This design comes from an exercise in tuning for small area and a short achievable clock period on the open sky130 flow, not from production work.
At most, simulation tests tie the RTL to the original design; equivalence was not proved.
No activity file was given, so power comes from the tool's default toggle rates.

==> 01-15 <==
// PE_Array
module PE_Array #(
    parameter DATA_WIDTH = 8,
    parameter ARRAY_SIZE = 4,
    parameter DIAG_NUM = 2 * ARRAY_SIZE - 1,
    parameter SUM_WIDTH = 32
)(
    input [ARRAY_SIZE*DATA_WIDTH-1:0] ifm_in,
    input [ARRAY_SIZE*DATA_WIDTH-1:0] w_in,
    input clk,
    input rst_n,
    input [DIAG_NUM-1:0] done,
    output [ARRAY_SIZE*DATA_WIDTH-1:0] ifm_pass,
    output [ARRAY_SIZE*DATA_WIDTH-1:0] w_pass,
    output [ARRAY_SIZE*ARRAY_SIZE*SUM_WIDTH-1:0] psum_out
);
    wire [DATA_WIDTH-1:0] ifm_wire [0:ARRAY_SIZE-1][0:ARRAY_SIZE];
    wire [DATA_WIDTH-1:0] w_wire [0:ARRAY_SIZE][0:ARRAY_SIZE-1];
    generate
        for(genvar i=0; i<ARRAY_SIZE; i=i+1) begin : input_connections
            assign ifm_wire[i][0] = ifm_in[DATA_WIDTH*i +: DATA_WIDTH];
            assign w_wire[0][i] = w_in[DATA_WIDTH*i +: DATA_WIDTH];
        end
    endgenerate
    generate
        for(genvar i=0; i<ARRAY_SIZE; i=i+1) begin : output_connections
            assign ifm_pass[DATA_WIDTH*i +: DATA_WIDTH] = ifm_wire[i][ARRAY_SIZE];
            assign w_pass[DATA_WIDTH*i +: DATA_WIDTH] = w_wire[ARRAY_SIZE][i];
        end
    endgenerate
    generate
        for(genvar i=0;i<ARRAY_SIZE;i=i+1) begin : row_gen
            for(genvar j=0;j<ARRAY_SIZE;j=j+1) begin : col_gen
                PE Processing_Element(
                .ifm_in(ifm_wire[i][j]),
                .w_in(w_wire[i][j]),
                .clk(clk),
                .rst_n(rst_n),
                .done(done[i+j]),
                .ifm_pass(ifm_wire[i][j+1]),
                .w_pass(w_wire[i+1][j]),
                .psum_out(psum_out[SUM_WIDTH*(i*ARRAY_SIZE+j) +: SUM_WIDTH])
  ...
==> flow/config.mk <==
export PLATFORM = sky130hd
export DESIGN_NAME = PE_Array
export DESIGN_NICKNAME = PE_Array
export VERILOG_FILES = /design/flow/design.v
export SDC_FILE = /design/flow/constraint.sdc
export NUM_CORES = 4
export LEC_CHECK = 0
export CAP_MARGIN = 20
export CORE_MARGIN = 2
export CORE_UTILIZATION = 40
export CTS_BUF_LIST = sky130_fd_sc_hd__clkbuf_4 sky130_fd_sc_hd__clkbuf_8
export SETUP_SLACK_MARGIN = 3.05
export SLEW_MARGIN = 20
==> flow/constraint.sdc <==
create_clock -name core_clock -period 7.0 [get_ports {clk}]
set_input_delay 1.4000 -clock core_clock [delete_from_list [all_inputs] [get_ports {clk}]]
set_output_delay 1.4000 -clock core_clock [all_outputs]
set_load 0.01 [all_outputs]
standard.sh (not shown) runs the stock make flow with config.mk's settings and CLKGATE_MAP_FILE= SYNTH_SCRIPT=/design/flow/synth_recipe.tcl, a recipe that flattens the netlist after the stock synthesis.
==> flow/flow/run.sh <==
#!/bin/bash
# Own layout flow:
#  1. the standard synthesis, unchanged;
#  2. flow/polarity.py removes inverters from the synthesised netlist by
#     flipping full adders (self-dual) and swapping gates for their
#     complementary twins; registers and ports are untouched;
#  3. the standard ORFS layout, with the port buffers made from the smallest
#     plain buffer (buffer_ports would otherwise pick the 10 um2
#     clkdlybuf4s50_1 delay cell) and clock tree synthesis with larger sink
#     clusters and no dummy loads.
set -euo pipefail
bash standard.sh synth > synth.log 2>&1
R=orfs/results/sky130hd/PE_Array/base
cp $R/1_2_yosys.v $R/1_2_yosys_standard.v
python3 flow/polarity.py $R/1_2_yosys_standard.v $R/1_2_yosys.v > polarity.log 2>&1
rm -f $R/1_synth.odb $R/1_synth.sdc
bash standard.sh "BUFFER_PORTS_ARGS=-buffer_cell sky130_fd_sc_hd__buf_1" \
  "CTS_ARGS=-sink_clustering_enable -repair_clock_nets -sink_clustering_size 30 -sink_clustering_max_diameter 80 -buf_list {sky130_fd_sc_hd__clkbuf_8 sky130_fd_sc_hd__clkbuf_16} -dont_use_dummy_load" \
  finish > layout.log 2>&1
Other scripts of this flow, unchanged in this note and not shown: flow/flow/polarity.py, flow/flow/swap.json
==> 11-14: changes against 01-15 <==
--- a/flow/design.v
+++ b/flow/design.v
@@ -13,14 +13,18 @@
     assign ifm_pass = ifm_pass_r;
     assign w_pass = w_pass_r;
     reg [15:0] lo_a;    
     reg [10:0] lo_b;    
     reg [3:0] g;
-    reg [3:0] p;
     reg [15:0] hi;
     wire [15:0] ra = {lo_a[15], lo_a[14], lo_a[13], lo_a[12], lo_a[11], lo_a[10], lo_a[9], lo_a[8], lo_a[7], lo_a[6], lo_a[5], lo_a[4], lo_a[3], lo_a[2], lo_a[1], lo_a[0]};
     wire [15:0] rb = {lo_b[10], lo_b[9], 1'b0, lo_b[8], lo_b[7], lo_b[6], lo_b[5], lo_b[4], lo_b[3], lo_b[2], 1'b0, lo_b[1], lo_b[0], 1'b0, 1'b0, 1'b0};
+    wire [3:0] p;    
+    assign p[0] = &(ra[3:0] ^ rb[3:0]);
+    assign p[1] = &(ra[7:4] ^ rb[7:4]);
+    assign p[2] = &(ra[11:8] ^ rb[11:8]);
+    assign p[3] = &(ra[15:12] ^ rb[15:12]);
     wire [4:0] c;
     assign c[0] = 1'b0;
     assign c[1] = g[0] | (p[0] & c[0]);
     assign c[2] = g[1] | (p[1] & c[1]);
     assign c[3] = g[2] | (p[2] & c[2]);
@@ -234,19 +238,17 @@
             ifm_pass_r <= 8'd0;
             w_pass_r <= 8'd0;
             lo_a <= 0;
             lo_b <= 0;
             g <= 0;
-            p <= 0;
             hi <= 16'd0;
         end else begin
             ifm_pass_r <= ifm_in;
             w_pass_r <= w_in;
             lo_a <= {hs9, hs8, hs7, ts48, ts45, tc36, hc6, hc5, hc4, tc13, ts13, hs3, hc2, hs2, hs1, hs0};
             lo_b <= {hc8, hc7, tc45, tc41, ts41, ts36, hs6, hs5, hs4, tc5, ts5};
             g <= {(gsum3[4] | hc9), gsum2[4], gsum1[4], gsum0[4]};
-            p <= {(&(ta[15:12] ^ tb[15:12])), (&(ta[11:8] ^ tb[11:8])), (&(ta[7:4] ^ tb[7:4])), (&(ta[3:0] ^ tb[3:0]))};
             hi <= acc_hi;
         end
     end
 endmodule
 module PE_Array #(
--- a/flow/config.mk
+++ b/flow/config.mk
@@ -5,9 +5,9 @@
 export SDC_FILE = /design/flow/constraint.sdc
 export NUM_CORES = 4
 export LEC_CHECK = 0
 export CAP_MARGIN = 20
 export CORE_MARGIN = 2
-export CORE_UTILIZATION = 40
+export CORE_UTILIZATION = 60
 export CTS_BUF_LIST = sky130_fd_sc_hd__clkbuf_4 sky130_fd_sc_hd__clkbuf_8
-export SETUP_SLACK_MARGIN = 3.05
+export SETUP_SLACK_MARGIN = 2.9
 export SLEW_MARGIN = 20
==> notes <==
11-14 completed without violations. 01-15 finished clean. Routed wire length: 01-15 is lower than 11-14 (about 7%). Of 11-14 and 01-15, 01-15 has the higher worst setup slack (gap 0.48 ns). Between 11-14 and 01-15, the lower first-iteration DRC count is in 01-15 (gap 31%, measured against 01-15). Between 11-14 and 01-15, the lower hold slack is in 01-15 (gap 0.041 ns). Cell count: 01-15 is larger than 11-14 (2.5%). Of 01-15 and 11-14, 11-14 has the higher combinational power (gap about 18%, measured against 11-14). Against 01-15, the register-to-register slack of 11-14 is worse by 0.44 ns. In 01-15 the sequential share of layout area is higher than in 11-14, by 3.7 points. Synthesized cell count: 11-14 is higher than 01-15 (7.3%). In 01-15 the global-route usage is lower than in 11-14, by 11 points.
For 11-14, only the layout was checked, not whether the RTL still works.

-- port drivers added, routing unchanged --
No port has a modelled driver above. Below, the same layouts with a new extraction and two added sets of constraints. Step 1 (the two cells are an assumption about what drives the block):
set clk [get_ports {clk}]
set_driving_cell -lib_cell sky130_fd_sc_hd__clkbuf_16 $clk
set_driving_cell -lib_cell sky130_fd_sc_hd__buf_2 [delete_from_list [all_inputs] $clk]
Step 2 times the ports against the registers' clock, not the clock port: input delays grow and output delays shrink by t, the midpoint of the rising clock arrivals with the driver on. Slacks: ideal / step 1 / step 2; pairs: ideal / step 1.
run | t, ns | setup slack, ns | clock arrival spread, ns
01-15 | 0.796 | 2.966 / 2.885 / 2.183 | 0.080 / 0.080
11-14 | 0.772 | 2.491 / 2.408 / 2.042 | 0.076 / 0.076
After both steps every run listed still meets setup and hold. The setup slack of 01-15, which loses most, moves by -0.081 ns with the drivers and by -0.783 ns with both steps.
